This design comes from an exercise in tuning for small area, a short achievable clock period and few clock cycles per item on the open sky130 flow, not from production work.
The RTL was checked by simulation tests, not by an equivalence proof against the original design.

===== run.sh =====
#!/bin/bash
# synth_recipe.tcl (not shown) runs the flow's synth.tcl, then flattens the netlist and writes it again
# the make line also repeats each setting of config.mk as NAME=value (left out here)
make -C /OpenROAD-flow-scripts/flow DESIGN_CONFIG=/design/flow/config.mk WORK_HOME=/design/flow/orfs CLKGATE_MAP_FILE= SYNTH_SCRIPT=/design/flow/synth_recipe.tcl finish

===== config.mk =====
export PLATFORM = sky130hd
export DESIGN_NAME = float_multi_module
export DESIGN_NICKNAME = float_multi_module
export VERILOG_FILES = /design/flow/design.v
export SDC_FILE = /design/flow/constraint.sdc
export NUM_CORES = 4
export LEC_CHECK = 0
export CAP_MARGIN = 20
export CORE_MARGIN = 2
export CORE_UTILIZATION = 40
export SLEW_MARGIN = 20

===== constraint.sdc =====
create_clock -name core_clock -period 10.0 [get_ports {CLK}]
set_input_delay 2.0000 -clock core_clock [delete_from_list [all_inputs] [get_ports {CLK}]]
set_output_delay 2.0000 -clock core_clock [all_outputs]
set_load 0.01 [all_outputs]

===== design.v =====
module float_multi_module
  (
   input 	 CLK, RSTn,
   input [31:0]  A,B,
   output [31:0] Result,
   input 	 Start_Sig,
   output [3:0]  Done_Sig
   );
   reg [3:0] 	 i;
   reg [32:0] 	 rA,rB;  
   reg [47:0] 	 Temp;
   reg [31:0] 	 rResult;
   reg [9:0] 	 rExp;
   wire [9:0] 	 BDiff;
   reg 		 isSign;
   reg 		 isOver;
   reg 		 isUnder;
   reg 		 isZero;
   reg 		 isDone;
   assign BDiff = rB[31:24] - 8'd127;  
   always @ ( posedge CLK or negedge RSTn )
     if( !RSTn )
       begin
	  i <= 4'd0;
	  rA <= 33'd0;
	  rB <= 33'd0;
	  Temp <= 48'd0;
	  rResult <= 32'd0;
	  rExp <= 10'd0;
	  isOver <= 1'b0;
	  isUnder <= 1'b0;
	  isZero <= 1'b0;
	  isDone <= 1'b0;
       end  
     else if( Start_Sig )
       case( i )
	 0:  
	   begin
	      rA <= { A[31], A[30:23], 1'b1, A[22:0]};
	      rB <= { B[31], B[30:23], 1'b1, B[22:0]};
	      isSign <= A[31] ^ B[31];
	      isOver <= 1'b0; isUnder <= 1'b0; isZero <= 1'b0;
	      i <= i + 1'b1;
	   end
	 1:
	   begin
	      if( rA[31:24] == rB[31:24] && ( rA[22:0] != 23'd0 & rB[22:0] != 23'd0 ) || rA[32] ^ rB[32] )
		begin rB[31:24] <= rB[31:24] + 1'b1; rB[23:0] <= rB[23:0] >> 1; end
	      i <= i + 1'b1;
	   end  
	 2:  
	   begin
	      rExp <= rA[31:24] + BDiff;  
	      i <= i + 1'b1;
	   end
	 3:
	   begin
	      Temp <= rA[23:0] * rB[23:0];
	      i <= i + 1'b1;
	   end
	 4:  
	   begin
	      if( Temp[47] == 1'b1 ) begin Temp <= Temp; end  
	      else if( Temp[46] == 1'b1 ) begin Temp <= Temp << 1; end
	      else if( Temp[45] == 1'b1 ) begin Temp <= Temp << 2; rExp <= rExp - 1'b1;end
	      i <= i + 1'b1;
	   end  
	 5:  
	   begin
	      if( rExp[9:8] == 2'b01 ) begin isOver <= 1'b1; rResult <= {1'b0,8'd127, 23'd0}; end
	      else if( rExp[9:8] == 2'b11 ) begin isUnder <= 1'b1; rResult <= {1'b0, 8'd127, 23'd0}; end  
	      else if( Temp[47:24] == 24'd0 ) begin isZero <= 1'b1; rResult <= {1'b0, 8'd127, 23'd0}; end  
	      else if( Temp[23] == 1'b1 ) rResult <= { isSign, rExp[7:0], Temp[46:24] + 1'b1 };  
	      else rResult <= { isSign, rExp[7:0], Temp[46:24] };  
	      i <= i + 1'b1;
	   end
	 6:
	   begin isDone <= 1'b1; i <= i + 1'b1; end
	 7:
	   begin isDone <= 1'b0; i <= 4'd0; end
       endcase
   assign Done_Sig = { isOver, isUnder, isZero, isDone };
   assign Result = rResult;
endmodule

==> impl_metrics.ini <==
[route]
vias = 20380
first_pass_iters = 5
drt_wl_total_um = 71510
antenna_left = 0
drt_iter0_markers = 1132
vias_per_cell = 5.259
drt-wirelength-per-cell_um = 18.45
drc = 0

[global_routing]
grt_use_total_pct = 21.36
grt_max_degree = 79
antenna_found_initial = 1
grt_pass1_vias = 21800
busiest_layer = met2
grtUsageMet2_pct = 37.36
gr-total-overflow = 0
met1_usage_pct = 28.77
met3_usage_pct = 2.090
grt_first_pass_wirelength_um = 118900

[cells_and_area]
drive_gt1_share_pct = 4.565
syn2layout_area_growth_pct = 8.523
final_core_util_pct = 43.95
n_fill_cell = 6597
fin_nets = 3728

[logic_synthesis]
synth_cell_type_count = 72
ys_seq_elements = 165
syn_area_um2 = 27250
avgSynthCellArea_um2 = 9.028
yosysSeqAreaShare_pct = 15.17
ys_warn_count = 1
synth_cells = 3018
synth_edf_count = 1
ys.flop_type = dfrtp_1
async_flop_share_pct = 99.39
postSynthNetCount = 3758

[floorplan]
die_h_um = 265.0
fp.dieW_um = 265.0
rows = 95
initial_core_util_pct = 40.50
dieArea_um2 = 70220
io_pins = 103
core_area_um2 = 67280

[timing]
period_needed_ns = 7.635
drv_slew = 0
tightest_slew_ns = 1.213
finalHoldViolations = 0
fin_crit_sh_pct = 76.35
skew_ns = 0.02003
relSlewSlack_pct = 19.14
finalSetupViolCount = 0
rsz0062_at_grt = no
timing.fmax_mhz = 131.0
setup_tns_ns = 0

[clocking]
cts_resized = 0
clock-sinks = 165
clock-root-buffer = clkbuf_16
cts_tree = yes
cts_buffer_depth = 2
clk_pin_slew_ns = 0.09
htree_levels = 4
clk_latency_ns = 0.46
post_cts_buffers = 0
cts_buffers = 17
hold_buffers = 0

[critical_path]
start_kind = flop
slowest_delay_ns = 1.15
crit_slowest_cell = dfrtp_1
reg2reg_from = rB[5]$_DFFE_PN0P_
crit_path_start = rB[5]$_DFFE_PN0P_
worstPathMaxFanout = 27
crit_type = reg2reg
reg2reg_depth = 25
reg2reg_to = Temp[44]$_DFFE_PN0P_
critPathArrivalTime_ns = 7.96
path_buf_inv = 7
crit_path_end_kind = flop
rrSetupSlack_ns = 2.36
critical-path-top-delay-family = adder cells
cp.required_ns = 10.32

[hold_path]
hold_depth = 2
hp-start = rResult[31]$_DFFE_PN0P_
min_to = rResult[31]$_DFFE_PN0P_
hold_path_class = reg2reg

[outcome]
outcome = no timing/DRC/antenna violations

[run]
cap_violations = 0

[placed_design]
portBuffers = 102
dp_hpwl_um = 54570
finalWeightedCongestion = 0.8444
Yosys cell counts (28+ instances only):
master    number  area (um2)
and2_1       289        1808
mux2i_1       32       320.3
ha_1         190        2377
o21ai_1       47       235.2
fa_1         483        9669
xor2_1        36       315.3
nor2_1        81       304.0
nand3_1       28       140.1
xnor2_1       47       411.6
clkbuf_1     179       671.9
mux2_2        33       371.6
nand2_1      437        1640
inv_1        569        2136
dfrtp_1      164        4104
o21ai_0       73       365.4
a21oi_1       67       335.3
cells by family (layout without fill, tap and decap cells):
logic type / count (synthesis) / in the layout / share of synthesized area (%)
muxes: 65 / 65 / 2.539
xor gates and xnor gates: 83 / 83 / 2.668
other: 0 / 1 / 0
AOI/OAI and AO/OA: 343 / 343 / 8.298
adders and majority gates: 673 / 673 / 44.21
buffers and inverters: 758 / 741 / 10.58
DFF: 165 / 165 / 15.17
and+or+nand+nor: 931 / 931 / 16.53
per-layer routing:
metal / share of wire (%) / vias up
met5: 0 / -
met3: 4.3 / 82
li1: - / 9233
met4: 2.0 / 0
met2: 50 / 528
met1: 43 / 10540
state kept, by name (all words and copies together), names as in the netlist:
signal / count
Temp: 48
rA: 33
rB: 33
rResult: 32
rExp: 10
i: 4
isDone: 1
isOver: 1
isSign: 1
isUnder: 1
isZero: 1
cells in the final DEF (no fill, tap or decap), types with 16 or more instances in the layout:
cell type        instances
a21o_1                  24
clkbuf_16               17
nor3_1                  21
nand4_1                 16
a21oi_1                 66
mux2_2                  33
nand2_1                435
dfrtp_1                158
nor2_1                  80
ha_1                   190
fa_1                   483
nor4_1                  17
o21ai_1                 46
buf_4                   38
xor2_1                  36
clkdlybuf4s50_1        101
and2_1                 289
a222oi_1                24
o21ai_0                 73
a221oi_1                19
xnor2_1                 47
nand3_1                 28
mux2i_1                 32
inv_1                  569
area by class of cell:
type	instances	area [um2]	share of cell area, %
diodes	1	2.502	0.008463
clock buffers	17	425.4	1.439
clock inverters	15	215.2	0.7278
inverters	569	2136	7.223
multi-input cells	2095	20250	68.48
flip-flops and latches	165	4141	14.01
well taps	873	1092	3.694
repair buffers	140	1308	4.422
metrics by stage:
step                      instance area [um2]  setup slack [ns]  hold slack [ns]  instances
after floorplan                         27250             3.269           0.4637       3018
after global placement                  28910             2.472           0.4629       3842
after detailed placement                28910             2.353           0.4755       3842
after CTS                               29550             2.316           0.4937       3874
after global routing                    29570             1.915           0.5201       3874
final                                   29570             2.365           0.4882       3875
tightest hold or removal path: stages, from the launching register on:
cell     delay [ns]
dfrtp_1        0.35
nand2_1        0.04
o21ai_0        0.06
worst max-delay path by stage:
stage / depth (start not counted) / to / slack, ns
after global placement: 24 / Temp[44]$_DFFE_PN0P_ / 2.47
after CTS: 24 / Temp[33]$_DFFE_PN0P_ / 2.32
after floorplan: 26 / Temp[40]$_DFFE_PN0P_ / 3.27
after global routing: 23 / Temp[47]$_DFFE_PN0P_ / 1.91
final: 25 / Temp[44]$_DFFE_PN0P_ / 2.36
after detailed placement: 24 / Temp[33]$_DFFE_PN0P_ / 2.35
Testbench counts, summed over its fixed seeds: cycles 16,384, items 2,048.

[what the ideal ports hide]
How much do the figures lean on ideal ports? The routed layout below was timed once more, with nothing changed but the port constraints. Step 1: set_driving_cell puts a clkbuf_16 on CLK and a buf_2 on each other input, an assumption about the parent block. Step 2 times the ports against the registers' clock, not the clock port: input delays grow and output delays shrink by t, the midpoint of the rising clock arrivals with the driver on. Slacks: ideal ports / drivers / drivers and shift; pairs: ideal ports / drivers.
t, ns: 0.500
setup WS [ns]: 2.365 / 2.365 / 2.365
slew at the worst register clock pin (ns): 0.09 / 0.09
pins driven straight from the clock port: 1
After both steps this run still meets setup and hold. The setup slack of this run moves by 0.000 ns with the drivers and by 0.000 ns with both steps.
